From an optimization exercise on the open Yosys and OpenROAD flow, aimed at a short achievable clock period and few clock cycles; shortcuts taken in it are not production practice.
The RTL was checked by simulation tests, not by an equivalence proof against the original design.
Power figures rest on the tool's default switching activity, not on a simulated workload.

## the baseline
## cf_cpu
module cf_cpu #(
	parameter TOP_VER     = 8'h00,
    parameter BOOT_VECTOR = 16'hF000,
    parameter USE_BARREL  = 1
)(
	input wire clk,
	input wire rst_n,
	output reg [16:0] bus_address,
	output reg bus_wr_en,
	output reg bus_io_flag,
	output reg bus_burst,
	output reg [15:0] bus_data_in,
	output reg bus_enable,
	input wire bus_ready,
	input wire [15:0] bus_data_out
);
	reg [15:0] reg_ACC;
	reg [15:0] reg_INDEX;
	reg [15:0] reg_R0;
	reg [15:0] reg_R1;
	reg [15:0] reg_SP;
	reg [15:0] reg_PC;					 
	reg [4:0]  reg_flags;				 
	reg [15:0] reg_alt;
	reg [15:0] cycle_count;
	localparam
		FLAG_SLT = 0,
		FLAG_SGT = 1,
		FLAG_ULT = 2,
		FLAG_UGT = 3,
		FLAG_EQ  = 4;
	reg [7:0]  qb0, qb1, qb2, qb3, qb4, qb5, qb6, qb7;
	reg [3:0]  pq0, pq1, pq2, pq3, pq4, pq5, pq6, pq7;	 
	reg [7:0]  qv;						 
	reg [15:0] fpc;						 
	reg [7:0]  ic_d [0:31];
	reg [3:0]  ic_p [0:31];				 
	reg [10:0] ic_tag0, ic_tag1;
	reg [31:0] ic_v;
	reg [1:0]  btype;
	localparam
		BT_EXEC  = 0,					 
		BT_FETCH = 1,					 
		BT_DISC  = 2;					 
	reg [9:0]  xs;
	localparam
		S_DEC = 0,
		S_WAITD = 1,
		S_WAITP = 2,
		S_ALU = 3,
		S_MUL = 4,
		S_DIV = 5,
		S_RET = 6,
		S_SWA = 7,
		S_SWV = 8,
		S_IO = 9;
	localparam [9:0]
		X_DEC = 10'd1 << S_DEC,
		X_WAITD = 10'd1 << S_WAITD,
  ...
Size in the first run: roughly 9400 cells after synthesis, ~56 I/O pins.
export LEC_CHECK = 0
export ABC_CLOCK_PERIOD_IN_PS = 3000
export CAP_MARGIN = 20
export CELL_PAD_IN_SITES_DETAIL_PLACEMENT = 1
export CELL_PAD_IN_SITES_GLOBAL_PLACEMENT = 2
export CORE_MARGIN = 2
export CORE_UTILIZATION = 35
export PLACE_DENSITY = 0.55
export SETUP_SLACK_MARGIN = 4.0
export SLEW_MARGIN = 20
create_clock -name core_clock -period 7.5 [get_ports {clk}]
run.sh (not shown) runs the stock make flow with config.mk's settings and CLKGATE_MAP_FILE= SYNTH_SCRIPT=/design/flow/synth_recipe.tcl, a recipe that flattens the netlist after the stock synthesis.
The baseline: all stages complete, timing, DRC and antenna checks passed
Testbench counts of the baseline, summed over its fixed seeds: cycles 166,072.
#### Input delta (the candidate over the baseline)
--- a/flow/design.v
+++ b/flow/design.v
@@ -161,14 +161,16 @@
 		FLAG_EQ  = 4;
 	reg [7:0]  qb0, qb1, qb2, qb3, qb4, qb5, qb6, qb7;
 	reg [3:0]  pq0, pq1, pq2, pq3, pq4, pq5, pq6, pq7;	 
 	reg [7:0]  qv;						 
 	reg [15:0] fpc;						 
 	reg [7:0]  ic_d [0:31];
 	reg [3:0]  ic_p [0:31];				 
+	reg [7:0]  ic_dr [0:31];			 
+	reg [3:0]  ic_pr [0:31];
 	reg [10:0] ic_tag0, ic_tag1;
 	reg [31:0] ic_v;
 	reg [1:0]  btype;
 	localparam
 		BT_EXEC  = 0,					 
 		BT_FETCH = 1,					 
 		BT_DISC  = 2;					 
@@ -440,17 +442,17 @@
 	wire       fapp  = bus_enable && bus_ready && (btype == BT_FETCH);
 	wire       capp2 = !finfl && ic_h0 && ic_h1 && !qv[6];
 	wire       capp1 = !finfl && ic_h0 && !(ic_h1 && !qv[6]) && !qv[7];
 	wire       app2  = fapp || capp2;
 	wire       app1  = capp1;
 	wire       app   = app2 || app1;
 	wire [7:0] a_lo  = finfl ? bus_data_out[7:0]  : ic_d[ic_i0];
-	wire [7:0] a_hi  = finfl ? bus_data_out[15:8] : ic_d[ic_i1];
+	wire [7:0] a_hi  = finfl ? bus_data_out[15:8] : ic_dr[ic_i0];
 	wire [3:0] a_plo = finfl ? pd_lo : ic_p[ic_i0];
-	wire [3:0] a_phi = finfl ? pd_hi : ic_p[ic_i1];
+	wire [3:0] a_phi = finfl ? pd_hi : ic_pr[ic_i0];
 	wire [7:0] lo_pos = ~qv & {qv[6:0], 1'b1};
 	wire [7:0] hi_pos = {lo_pos[6:0], 1'b0};
 	reg [1:0]  cons;
 	reg        flush;
 	reg        redir;
 	reg [15:0] rtarget;
 	reg        xreq;
@@ -732,14 +734,20 @@
 				end
 				xs[S_IO]: if (bdone) begin
 					reg_ACC <= bus_data_out;
 					xs <= X_DEC;
 				end
 				default: xs <= X_DEC;
 			endcase
+			if (xs[S_MUL] && mul_cnt == 3'd0)
+				{reg_alt, reg_ACC} <= mul_next;
+			if (xs[S_DEC] && have && is_alu && mode == 3'd0 && op[7:4] != 4'h3 && op[7:4] != 4'h4 && op[7:4] != 4'h9)
+				reg_ACC <= alu_d;
+			if ((xs[S_ALU] || (xs[S_WAITD] && bdone)) && xop[7:4] != 4'h3 && xop[7:4] != 4'h4 && xop[7:4] != 4'h9)
+				reg_ACC <= alu_x;
 			if (redir) flush = 1'b1;
 			cons = (xs[S_DEC] && exec_now) ? ilen : 2'd0;
 			if (xs[S_DEC] && exec_now && (op == 8'hD7 || op == 8'hD9)) flush = 1'b1;
 			t0 = (app && lo_pos[0]) ? a_lo : qb0;
 			t1 = (app && lo_pos[1]) ? a_lo : (app && hi_pos[1]) ? a_hi : qb1;
 			t2 = (app && lo_pos[2]) ? a_lo : (app && hi_pos[2]) ? a_hi : qb2;
 			t3 = (app && lo_pos[3]) ? a_lo : (app && hi_pos[3]) ? a_hi : qb3;
@@ -825,14 +833,18 @@
 		if (!rst_n) begin
 			ic_v <= 32'd0;
 		end else if (finfl) begin
 			ic_d[fa0[4:0]]       <= bus_data_out[7:0];
 			ic_p[fa0[4:0]]       <= pd_lo;
 			ic_d[bus_addr1[4:0]] <= bus_data_out[15:8];
 			ic_p[bus_addr1[4:0]] <= pd_hi;
+			ic_dr[fa0[4:0] - 5'd1] <= bus_data_out[7:0];
+			ic_pr[fa0[4:0] - 5'd1] <= pd_lo;
+			ic_dr[fa0[4:0]]        <= bus_data_out[15:8];
+			ic_pr[fa0[4:0]]        <= pd_hi;
 			icv_n = ic_v;
 			if (!fa0[4] || !bus_addr1[4]) begin
 				if (ic_tag0 != (!fa0[4] ? fa0[15:5] : bus_addr1[15:5])) begin
 					ic_tag0 <= !fa0[4] ? fa0[15:5] : bus_addr1[15:5];
 					icv_n[15:0] = 16'd0;
 				end
 			end
[summary]
- In the candidate the detailed-routing iteration count for the pre-antenna-repair pass turned out 3 higher than in the baseline.
- Delta (the candidate minus the baseline): depth of the critical timing path with buffers and inverters included picked up an extra 6; core outline area picked up an extra 48000 um2; internal power picked up an extra about 22%; register bit total from synthesis picked up an extra about 40%; initial core utilization neither gained nor lost much.
- The final-layout worst hold slack on the baseline is in line with that on the candidate.
- From the baseline to the candidate the numbers moved as follows: sequential area share after synthesis has increased; detailed-route vias per instance shows a reduction of 0.19.
- Total via count after detailed routing (the candidate over the baseline): increase, 11300
- A launch point of the critical path of qb1[0]$_DFFE_PP_ is what the candidate shows, while qb2[3]$_DFFE_PP_ belongs to the baseline.
- NOTE: shortest clock period the worst path allows after layout in the candidate falls short of that of the baseline
- The synthesized cell count reported for the candidate is greater than that of the baseline by 1395.
- NOTE: utilization in the candidate falls short of that of the baseline
- Looking at final clock period utilization by the worst path across the baseline and the candidate, the one that comes out higher is the baseline.
Testbench counts of the candidate, summed over its fixed seeds: cycles 166,072.

-- separate check: timing with driven ports --
No port has a modelled driver above. Below, the same layouts with a new extraction and two added sets of constraints. Step 1 (the two cells are an assumption about what drives the block):
set clk [get_ports {clk}]
set_driving_cell -lib_cell sky130_fd_sc_hd__clkbuf_16 $clk
set_driving_cell -lib_cell sky130_fd_sc_hd__buf_2 [delete_from_list [all_inputs] $clk]
Step 2 also shifts input and output timing later by t, the mid clock arrival at the registers, as if the neighbouring blocks saw the same clock. a / b / c = ideal ports / drivers / drivers and shift; a / b = the first two.
| run | shift t [ns] | slack for setup (ns) | latest minus earliest clock arrival (ns) | pins driven straight from the clock port |
|---|---|---|---|---|
| the baseline | 0.930 | 3.481 / 3.481 / 2.717 | 0.100 / 0.100 | 1 |
| the candidate | 0.976 | 3.626 / 3.626 / 2.678 | 0.120 / 0.120 | 1 |
After both steps every run listed still meets setup and hold. For the candidate, which loses most, drivers alone change the setup slack by 0.000 ns; drivers and shift together by -0.948 ns.
